Context: an optimization exercise on an open-source flow, tuned for small area. The choices shown serve that exercise and are no tape-out recipe.
No activity file was given, so power comes from the tool's default toggle rates.

==> v12: inputs <==
Design FloatingPointMultiplier, start of the top module:
module FloatingPointMultiplier(
	input wire [26 : 0] in_1,
	input wire [26 : 0] in_2,
	input wire clk_pll,
	output wire [26 : 0] out
    );
Settings: LEC_CHECK=0, CAP_MARGIN=20, CORE_MARGIN=2, CORE_UTILIZATION=40, SLEW_MARGIN=20, SYNTH_HIERARCHICAL=1; clock period 6.8 ns.
run.sh (not shown) runs the stock make flow with config.mk's settings and CLKGATE_MAP_FILE= SYNTH_SCRIPT=/design/flow/synth_recipe.tcl, a recipe that flattens the netlist after the stock synthesis.
==> inputs of v26, as changes to v12 <==
--- a/flow/design.v
+++ b/flow/design.v
@@ -1,32 +1,42 @@
 `timescale 1ns / 1ps
 module FPExpAdder(
 	input wire [7 : 0] in,
 	input wire [7 : 0] change,
-	output reg [7 : 0] out
+	output wire [7 : 0] out
     );
-	reg [8 : 0] res;
-	always @(*)
-	begin
-		res = in + change;
-		out = res[7:0];
-		if(in[7] == 1'b0 && change[7] == 1'b0)
-		begin
-			if(res[7]) 
-			begin
-				out = 127;
-			end
+	wire [8 : 0] c;
+	wire [7 : 0] s;
+	assign c[0] = 1'b0;
+	assign s[0] = in[0] ^ change[0];
+	assign c[1] = in[0] & change[0];
+	genvar i;
+	generate
+		for (i = 1; i < 8; i = i + 1) begin : bit_add
+			FullAdder fa (.a(in[i]), .b(change[i]), .ci(c[i]), .s(s[i]), .co(c[i + 1]));
 		end
-		else if(in[7] == 1'b1 && change[7] == 1'b1)
-		begin
-			if(!res[7]) 
-			begin
-				out = -128;
-			end
+	endgenerate
+	wire ovf = c[7] ^ c[8];
+	assign out[7] = ovf ? in[7] : s[7];
+	assign out[6 : 0] = ovf ? {7{~in[7]}} : s[6 : 0];
+endmodule
+module FPExpDec(
+	input wire [7 : 0] in,
+	input wire norm,
+	output wire [7 : 0] out
+    );
+	wire [7 : 0] z;
+	assign z[0] = 1'b1;
+	genvar i;
+	generate
+		for (i = 1; i < 8; i = i + 1) begin : zero_chain
+			assign z[i] = z[i - 1] & ~in[i - 1];
 		end
-	end
+	endgenerate
+	wire dec = ~norm & ~(in[7] & z[7]);
+	assign out = in ^ (z & {8{dec}});
 endmodule
 `timescale 1ns / 1ps
 module FloatingPointMultiplier(
 	input wire [26 : 0] in_1,
 	input wire [26 : 0] in_2,
 	input wire clk_pll,
@@ -1119,29 +1129,31 @@
 		.in(in_1[25 : 18]),
 		.change(in_2[25 : 18]),
 		.out(exp_sum)
 	);
 	reg pipe_sign;
 	reg [7 : 0] pipe_exp;
-	reg [35 : 17] pipe_prod;
+	reg pipe_norm;
+	reg [34 : 17] pipe_nprod;
 	always @(posedge clk_pll)
 	begin
 		pipe_sign <= in_1[26] ^ in_2[26];
-		pipe_prod <= prod;
+		pipe_norm <= prod[35];
+		pipe_nprod <= ~prod[34 : 17];
 		pipe_exp <= exp_sum;
 	end
-	wire [7 : 0] exp_dec;
-	FPExpAdder fp_exp_sub_adder (
+	wire [7 : 0] exp_out;
+	FPExpDec fp_exp_dec (
 		.in(pipe_exp),
-		.change(8'hff),
-		.out(exp_dec)
+		.norm(pipe_norm),
+		.out(exp_out)
 	);
 	assign out[26] = pipe_sign;
-	assign out[25 : 18] = pipe_prod[35] ? pipe_exp : exp_dec;
+	assign out[25 : 18] = exp_out;
 	assign out[17] = 1'b1;
-	assign out[16 : 0] = pipe_prod[35] ? pipe_prod[34 : 18] : pipe_prod[33 : 17];
+	assign out[16 : 0] = ~(pipe_norm ? pipe_nprod[34 : 18] : pipe_nprod[33 : 17]);
 endmodule
 module FullAdder(
 	input wire a,
 	input wire b,
 	input wire ci,
 	output wire s,
Settings changed: GPL_TIMING_DRIVEN from default to 0.
==> inputs of v6, as changes to v12 <==
--- a/flow/design.v
+++ b/flow/design.v
@@ -1,32 +1,42 @@
 `timescale 1ns / 1ps
 module FPExpAdder(
 	input wire [7 : 0] in,
 	input wire [7 : 0] change,
-	output reg [7 : 0] out
+	output wire [7 : 0] out
     );
-	reg [8 : 0] res;
-	always @(*)
-	begin
-		res = in + change;
-		out = res[7:0];
-		if(in[7] == 1'b0 && change[7] == 1'b0)
-		begin
-			if(res[7]) 
-			begin
-				out = 127;
-			end
+	wire [8 : 0] c;
+	wire [7 : 0] s;
+	assign c[0] = 1'b0;
+	assign s[0] = in[0] ^ change[0];
+	assign c[1] = in[0] & change[0];
+	genvar i;
+	generate
+		for (i = 1; i < 8; i = i + 1) begin : bit_add
+			FullAdder fa (.a(in[i]), .b(change[i]), .ci(c[i]), .s(s[i]), .co(c[i + 1]));
 		end
-		else if(in[7] == 1'b1 && change[7] == 1'b1)
-		begin
-			if(!res[7]) 
-			begin
-				out = -128;
-			end
+	endgenerate
+	wire ovf = c[7] ^ c[8];
+	assign out[7] = ovf ? in[7] : s[7];
+	assign out[6 : 0] = ovf ? {7{~in[7]}} : s[6 : 0];
+endmodule
+module FPExpDec(
+	input wire [7 : 0] in,
+	input wire norm,
+	output wire [7 : 0] out
+    );
+	wire [7 : 0] z;
+	assign z[0] = 1'b1;
+	genvar i;
+	generate
+		for (i = 1; i < 8; i = i + 1) begin : zero_chain
+			assign z[i] = z[i - 1] & ~in[i - 1];
 		end
-	end
+	endgenerate
+	wire dec = ~norm & ~(in[7] & z[7]);
+	assign out = in ^ (z & {8{dec}});
 endmodule
 `timescale 1ns / 1ps
 module FloatingPointMultiplier(
 	input wire [26 : 0] in_1,
 	input wire [26 : 0] in_2,
 	input wire clk_pll,
@@ -1119,29 +1129,31 @@
 		.in(in_1[25 : 18]),
 		.change(in_2[25 : 18]),
 		.out(exp_sum)
 	);
 	reg pipe_sign;
 	reg [7 : 0] pipe_exp;
-	reg [35 : 17] pipe_prod;
+	reg pipe_norm;
+	reg [34 : 17] pipe_nprod;
 	always @(posedge clk_pll)
 	begin
 		pipe_sign <= in_1[26] ^ in_2[26];
-		pipe_prod <= prod;
+		pipe_norm <= prod[35];
+		pipe_nprod <= ~prod[34 : 17];
 		pipe_exp <= exp_sum;
 	end
-	wire [7 : 0] exp_dec;
-	FPExpAdder fp_exp_sub_adder (
+	wire [7 : 0] exp_out;
+	FPExpDec fp_exp_dec (
 		.in(pipe_exp),
-		.change(8'hff),
-		.out(exp_dec)
+		.norm(pipe_norm),
+		.out(exp_out)
 	);
 	assign out[26] = pipe_sign;
-	assign out[25 : 18] = pipe_prod[35] ? pipe_exp : exp_dec;
+	assign out[25 : 18] = exp_out;
 	assign out[17] = 1'b1;
-	assign out[16 : 0] = pipe_prod[35] ? pipe_prod[34 : 18] : pipe_prod[33 : 17];
+	assign out[16 : 0] = ~(pipe_norm ? pipe_nprod[34 : 18] : pipe_nprod[33 : 17]);
 endmodule
 module FullAdder(
 	input wire a,
 	input wire b,
 	input wire ci,
 	output wire s,
==> run summary <==
- v6 produced a layout that fails on negative setup slack. v12 passed the timing, design-rule and antenna checks. v26 ran to the end with violations: negative setup slack.
- Combinational power: v26 is lower than v12 (10%).
- Sequential share of layout area, lowest first: v12, v6, v26.
- In v6 the power is larger than in v12, by about 1.4%.
- Hold slack: v12 > v26 > v6.
- In sequential power, v26 and v6 hardly differ.
- Between v6 and v12, the lower non-clock buffer count is in v12 (gap 25).
- Between v26 and v12, the lower first-iteration DRC count is in v12 (gap 7.0%, measured against v12).
- The highest utilization belongs to v6, the lowest to v26.
- In v26 the cell area is lower than in v12, by 4.8%.
- Via count: v12 > v6 > v26.
==> figures <==
item                                                                                      v26                        v6             v12
Status                                                               finished with violations  finished with violations  finished clean
Violated checks                                                          negative setup slack      negative setup slack               -
Die boundary height                                                                    157 um                    157 um          161 um
Total Neg Setup Slack                                                               -0.292 ns                -0.0923 ns            0 ns
Proportion of layout cells with a drive suffix above 1                                  17.9%                     24.2%           21.1%
Power of the combinational group                                                      5.70 mW                   6.44 mW         6.34 mW
Worst setup margin                                                                 -0.0785 ns                -0.0396 ns        0.106 ns
Relative contribution of sequential cells to total power                                 6.0%                      5.3%            5.7%
NumNets Final                                                                           1,426                     1,490           1,558
Met1 routed wirelength after detailed routing                                       10,400 um                 11,300 um       11,400 um
Full die area                                                                     24,700 um^2               24,700 um^2     25,900 um^2
Synth warnings                                                                              7                         7               8
Flip-flop count of the largest register, all copies and words added                        18                        18              19
Avg Cell Area, Syn                                                                  9.88 um^2                 9.88 um^2       9.65 um^2
Post-placement setup slack                                                           -1.09 ns                  -1.06 ns       -0.855 ns
Met2 routed wirelength                                                              13,500 um                 12,600 um       13,700 um
Initial Utilization                                                                     40.4%                     40.4%           40.6%
Number of buffer cells added on primary ports                                              44                        78              78
Post-CTS repair timing setup buffer count                                                  34                        26               7
CP Launch Point                                                                       in_1[5]                   in_1[1]         in_1[3]
Number of cells on the critical path                                                       23                        25              22
Sum of met3 wire segment lengths after detailed routing                               1510 um                   1520 um         1840 um
Function was not checked in any run of this note: the RTL went through the layout flow alone.

==> static timing again, ports no longer ideal <==
In the flow no input, the clock included, has a driving cell. The finished layouts below were timed again as built, in two steps. Step 1 (the two cells are an assumption about what drives the block):
set clk [get_ports {clk_pll}]
set_driving_cell -lib_cell sky130_fd_sc_hd__clkbuf_16 $clk
set_driving_cell -lib_cell sky130_fd_sc_hd__buf_2 [delete_from_list [all_inputs] $clk]
Step 2 adds t to the input delays and takes it off the output delays; t is the mean of the earliest and latest rising clock arrival at the registers after step 1. Input paths then give back, and output paths get back, about the clock's delay inside the block. a / b / c = no drivers / after step 1 / after step 2; a / b = the first two.
run | t, ns | setup slack, ns | worst register clock-pin slew, ns
v12 | 0.300 | 0.106 / 0.081 / -0.219 | 0.07 / 0.07
v26 | 0.293 | -0.079 / -0.118 / -0.411 | 0.07 / 0.07
v6 | 0.293 | -0.040 / -0.081 / -0.374 | 0.07 / 0.07
Met with ideal ports but missed after step 2: setup timing in v12. For v6, which loses most, drivers alone change the setup slack by -0.041 ns; drivers and shift together by -0.334 ns.
